Background: an optimization exercise with open tools, aiming at small area and a short achievable clock period. Do not read the settings as production practice.
RTL that was checked went through simulation tests only; none was proved equivalent to the original.
No activity file was given, so power comes from the tool's default toggle rates.

==> run X: inputs <==
==> flow/design.v (excerpt) <==
module alu_top(
    input                 clk,
    input        [31 : 0] A,
    input        [31 : 0] B,
    input        [3  : 0] aluop,
    output logic [31 : 0] alures,
    output logic          ZF,
    output logic          OF
);
    logic [31 : 0] A_r, B_r;
    logic [3  : 0] aluop_r;
    logic [31 : 0] alures_w;
    logic          ZF_w, OF_w;
    always_ff @(posedge clk) begin
        A_r     <= A;
        B_r     <= B;
        aluop_r <= aluop;
    end
    alu U_alu(
        .A      (A_r),
        .B      (B_r),
        .aluop  (aluop_r),
        .alures (alures_w),
        .ZF     (ZF_w),
        .OF     (OF_w)
    );
    always_ff @(posedge clk) begin
        alures <= alures_w;
        ZF     <= ZF_w;
        OF     <= OF_w;
    end
endmodule
==> module alu, before the edit <==
module alu(
    input        [31 : 0] A,
    input        [31 : 0] B,
    input        [3  : 0] aluop,
    output logic [31 : 0] alures,
    output logic          ZF,
    output logic          OF
);
    logic addm, rv, sub, lgm;
    assign addm = aluop[3] & (aluop[2] | aluop[1]);
    assign rv   = ~aluop[3] & aluop[2] & aluop[1];
    assign lgm  = ~aluop[3] & ~(aluop[2] & (aluop[1] | aluop[0]));
    assign sub  = aluop[2];
    logic [15 : 0] d1, d2;
    genvar i;
    generate for (i = 0; i < 16; i++) begin : g_dig
        assign d1[i] = (B[4:1] == i) & ~B[0];
        assign d2[i] = (B[4:1] == i) & B[0];
    end endgenerate
    logic [3 : 0] tt;
    always_comb begin
        if (addm)
            tt = sub ? 4'b0101 : 4'b1010;
        else if (lgm) begin
            case (aluop[2:0])
                3'b000:  tt = 4'b1000;
                3'b001:  tt = 4'b1110;
                3'b010:  tt = 4'b0110;
                3'b011:  tt = 4'b0111;
                default: tt = 4'b0011;
            endcase
        end else
            tt = 4'b0000;
    end
    logic [31 : 0] rev_a, ma, r;
    generate for (i = 0; i < 32; i++) begin : g_rev
        assign rev_a[i] = A[31 - i];
    end endgenerate
    assign ma = rv ? rev_a : A;
    generate for (i = 0; i < 32; i++) begin : g_r
        assign r[i] = A[i] ? (B[i] ? tt[3] : tt[2]) : (B[i] ? tt[1] : tt[0]);
    end endgenerate
    logic [31 : 0] x, y, S;
    mac32 U_mac(.a(ma), .b(B), .op(aluop), .d1(d1), .d2(d2), .r(r), .cin(addm & sub),
                .x(x), .y(y));
    logic [31 : 0] px, gx, ox;
    logic [31 : 0] pg [0 : 5];
    logic [31 : 0] gg [0 : 5];
    assign px = x ^ y;
    assign gx = x & y;
    assign pg[0] = px;
    assign gg[0] = gx;
    genvar l;
    generate for (l = 0; l < 5; l++) begin : g_lvl
        for (i = 0; i < 32; i++) begin : g_bit
            if (i & (1 << l)) begin : g_node
                localparam integer J = ((i >> l) << l) - 1;
                assign gg[l + 1][i] = gg[l][i] | (pg[l][i] & gg[l][J]);
                assign pg[l + 1][i] = pg[l][i] & pg[l][J];
            end else begin : g_pass
                assign gg[l + 1][i] = gg[l][i];
                assign pg[l + 1][i] = pg[l][i];
            end
        end
    end endgenerate
    assign S = px ^ {gg[5][30 : 0], 1'b0};
    logic          zS;
    assign ox = x | y;
    assign zS = ~px[0] & ((px[31 : 1] ^ ox[30 : 0]) == 31'b0);
    logic bx31, lt, lts;
    assign bx31 = B[31] ^ sub;
    assign lt   = (A[31] ^ B[31]) ? (aluop[0] ? B[31] : A[31]) : S[31];
    assign lts  = aluop[3] & aluop[2] & aluop[1];           
    logic          sfill;
    logic [31 : 0] fmask;
    assign sfill = rv & aluop[0] & A[31];
    assign fmask = {32{sfill}} & ~(32'hffffffff >> B[4:0]);
    generate for (i = 0; i < 32; i++) begin : g_res
        if (i == 0)
            assign alures[i] = lts ? lt : (rv ? S[31 - i] | fmask[i] : S[i]);
        else
            assign alures[i] = ~lts & (rv ? S[31 - i] | fmask[i] : S[i]);
    end endgenerate
    assign ZF = lts ? ~lt : (zS & ~sfill);
    assign OF = ((aluop == 4'b1010) | (aluop == 4'b1100)) & (A[31] == bx31) & (S[31] != A[31]);
endmodule
Settings: LEC_CHECK=0, CAP_MARGIN=20, CORE_MARGIN=2, CORE_UTILIZATION=40, SLEW_MARGIN=20, SYNTH_HIERARCHICAL=1; clock period 15.0 ns.
standard.sh (not shown) runs the stock make flow with config.mk's settings and CLKGATE_MAP_FILE= SYNTH_SCRIPT=/design/flow/synth_recipe.tcl, a recipe that flattens the netlist after the stock synthesis.
==> flow/flow/run.sh <==
#!/bin/bash
# The standard layout (the standard.sh, standard synthesis unchanged), with the
# timing repair after CTS and global routing aiming for a larger setup margin on the
# worst path only, and the smallest buffer as the buffer on each port.
set -euo pipefail
bash standard.sh SETUP_SLACK_MARGIN=9 TNS_END_PERCENT=0 \
    "BUFFER_PORTS_ARGS=-buffer_cell sky130_fd_sc_hd__buf_1" finish > flow.log 2>&1
==> inputs of run Y, as changes to run X <==
==> flow/flow/run.sh (replaced) <==
#!/bin/bash
# The standard layout (the standard.sh, standard synthesis unchanged), with the
# timing repair after CTS and global routing aiming for a larger setup margin on the
# worst path only, and the smallest buffer as the buffer on each port.
set -euo pipefail
bash standard.sh SETUP_SLACK_MARGIN=8 TNS_END_PERCENT=0 \
    "BUFFER_PORTS_ARGS=-buffer_cell sky130_fd_sc_hd__buf_1" finish > flow.log 2>&1
==> inputs of run B, as changes to run X <==
--- a/flow/design.v
+++ b/flow/design.v
@@ -753,20 +753,52 @@
         assign rev_a[i] = A[31 - i];
     end endgenerate
     assign ma = rv ? rev_a : A;
+    logic sfill;
+    assign sfill = rv & aluop[0] & A[31];
     generate for (i = 0; i < 32; i++) begin : g_r
-        assign r[i] = A[i] ? (B[i] ? tt[3] : tt[2]) : (B[i] ? tt[1] : tt[0]);
+        assign r[i] = (A[i] ? (B[i] ? tt[3] : tt[2]) : (B[i] ? tt[1] : tt[0]))
+                    | (sfill & (B[4:0] > i));
     end endgenerate
     logic [31 : 0] x, y, S;
     mac32 U_mac(.a(ma), .b(B), .op(aluop), .d1(d1), .d2(d2), .r(r), .cin(addm & sub),
                 .x(x), .y(y));
-    logic [31 : 0] px, gx, ox;
+    logic [31 : 0] px, gx;
+    logic          zS;
+    pgen  U_pg (.x(x), .y(y), .p(px), .g(gx));
+    sksum U_sum(.p(px), .g(gx), .s(S));
+    zdet  U_z  (.p(px), .g(gx), .z(zS));
+    logic bx31, lt, lts;
+    assign bx31 = B[31] ^ sub;
+    assign lt   = (A[31] ^ B[31]) ? (aluop[0] ? B[31] : A[31]) : S[31];
+    assign lts  = aluop[3] & aluop[2] & aluop[1];           
+    generate for (i = 0; i < 32; i++) begin : g_res
+        if (i == 0)
+            assign alures[i] = lts ? lt : (rv ? S[31 - i] : S[i]);
+        else
+            assign alures[i] = ~lts & (rv ? S[31 - i] : S[i]);
+    end endgenerate
+    assign ZF = lts ? ~lt : zS;
+    assign OF = ((aluop == 4'b1010) | (aluop == 4'b1100)) & (A[31] == bx31) & (S[31] != A[31]);
+endmodule
+module pgen(
+    input  [31 : 0] x,
+    input  [31 : 0] y,
+    output [31 : 0] p,
+    output [31 : 0] g
+);
+    assign p = x ^ y;
+    assign g = x & y;
+endmodule
+module sksum(
+    input  [31 : 0] p,
+    input  [31 : 0] g,
+    output [31 : 0] s
+);
     logic [31 : 0] pg [0 : 5];
     logic [31 : 0] gg [0 : 5];
-    assign px = x ^ y;
-    assign gx = x & y;
-    assign pg[0] = px;
-    assign gg[0] = gx;
-    genvar l;
+    assign pg[0] = p;
+    assign gg[0] = g;
+    genvar l, i;
     generate for (l = 0; l < 5; l++) begin : g_lvl
         for (i = 0; i < 32; i++) begin : g_bit
             if (i & (1 << l)) begin : g_node
@@ -779,26 +811,14 @@
             end
         end
     end endgenerate
-    assign S = px ^ {gg[5][30 : 0], 1'b0};
-    logic          zS;
-    assign ox = x | y;
-    assign zS = ~px[0] & ((px[31 : 1] ^ ox[30 : 0]) == 31'b0);
-    logic bx31, lt, lts;
-    assign bx31 = B[31] ^ sub;
-    assign lt   = (A[31] ^ B[31]) ? (aluop[0] ? B[31] : A[31]) : S[31];
-    assign lts  = aluop[3] & aluop[2] & aluop[1];           
-    logic          sfill;
-    logic [31 : 0] fmask;
-    assign sfill = rv & aluop[0] & A[31];
-    assign fmask = {32{sfill}} & ~(32'hffffffff >> B[4:0]);
-    generate for (i = 0; i < 32; i++) begin : g_res
-        if (i == 0)
-            assign alures[i] = lts ? lt : (rv ? S[31 - i] | fmask[i] : S[i]);
-        else
-            assign alures[i] = ~lts & (rv ? S[31 - i] | fmask[i] : S[i]);
-    end endgenerate
-    assign ZF = lts ? ~lt : (zS & ~sfill);
-    assign OF = ((aluop == 4'b1010) | (aluop == 4'b1100)) & (A[31] == bx31) & (S[31] != A[31]);
+    assign s = p ^ {gg[5][30 : 0], 1'b0};
+endmodule
+module zdet(
+    input  [31 : 0] p,
+    input  [31 : 0] g,
+    output          z
+);
+    assign z = ~p[0] & ((p[31 : 1] ^ (g[30 : 0] | p[30 : 0])) == 31'b0);
 endmodule
 `timescale 1ns / 1ps
 module alu_top(
==> comparison table <==
|  | run Y | run X | run B |
|---|---|---|---|
| Number of clock buffer instances in the layout | 9 | 9 | - |
| Final worst hold slack | 0.711 ns | 0.771 ns | - |
| Largest power group | combinational cells | combinational cells | - |
| Source of the worst hold timing path | B_r[2]$_DFF_P_ | aluop_r[2]$_DFF_P_ | - |
| Startpoint of the worst setup timing path | B_r[1]$_DFF_P_ | B_r[3]$_DFF_P_ | - |
| Clock power share | 6.2% | 6.0% | - |
| Result of the run | finished clean | finished clean | stopped before the end |
| Last stage reached | - | - | global routing (5_1_grt) |
| Clock network contribution to total cell area | 1.35% | 1.35% | - |
| Die width | 221 um | 221 um | 219 um |
| Critical Path End Type | flop | flop | - |
| Static leakage | 10.6 nW | 10.8 nW | - |
| Initial Utilization | 40.6% | 40.6% | 40.6% |
| Max transition margin | 41.8% | 28.5% | - |
| Setup ws final | 7.97 ns | 8.26 ns | - |
| Worst-path maximum fanout | 19 | 19 | - |
| Crit path largest cell delay | 0.64 ns | 0.60 ns | - |
| Part of the cycle the worst path needs | 46.9% | 44.9% | - |
Function not checked in run X and run Y: the RTL went through the layout flow alone.

## what the ideal ports hide
The flow's constraints put no driver on any port. The routed layouts listed below were extracted and timed again, unchanged, in two steps. Step 1 (the two cells are an assumption about what drives the block):
set clk [get_ports {clk}]
set_driving_cell -lib_cell sky130_fd_sc_hd__clkbuf_16 $clk
set_driving_cell -lib_cell sky130_fd_sc_hd__buf_2 [delete_from_list [all_inputs] $clk]
Step 2 moves the port delays by t, midway between the first and last clock arrival at a register: inputs arrive t later, outputs are due t later. That takes back most of the time a late clock gives input paths. a / b / c = ideal / step 1 / step 2; a / b = the first two.
run | shift t [ns] | slack for setup (ns) | worst register clock-pin slew, ns
run X | 0.430 | 8.263 / 8.263 / 8.263 | 0.08 / 0.08
run Y | 0.444 | 7.967 / 7.967 / 7.967 | 0.08 / 0.08
After both steps setup and hold are still met in every run listed.
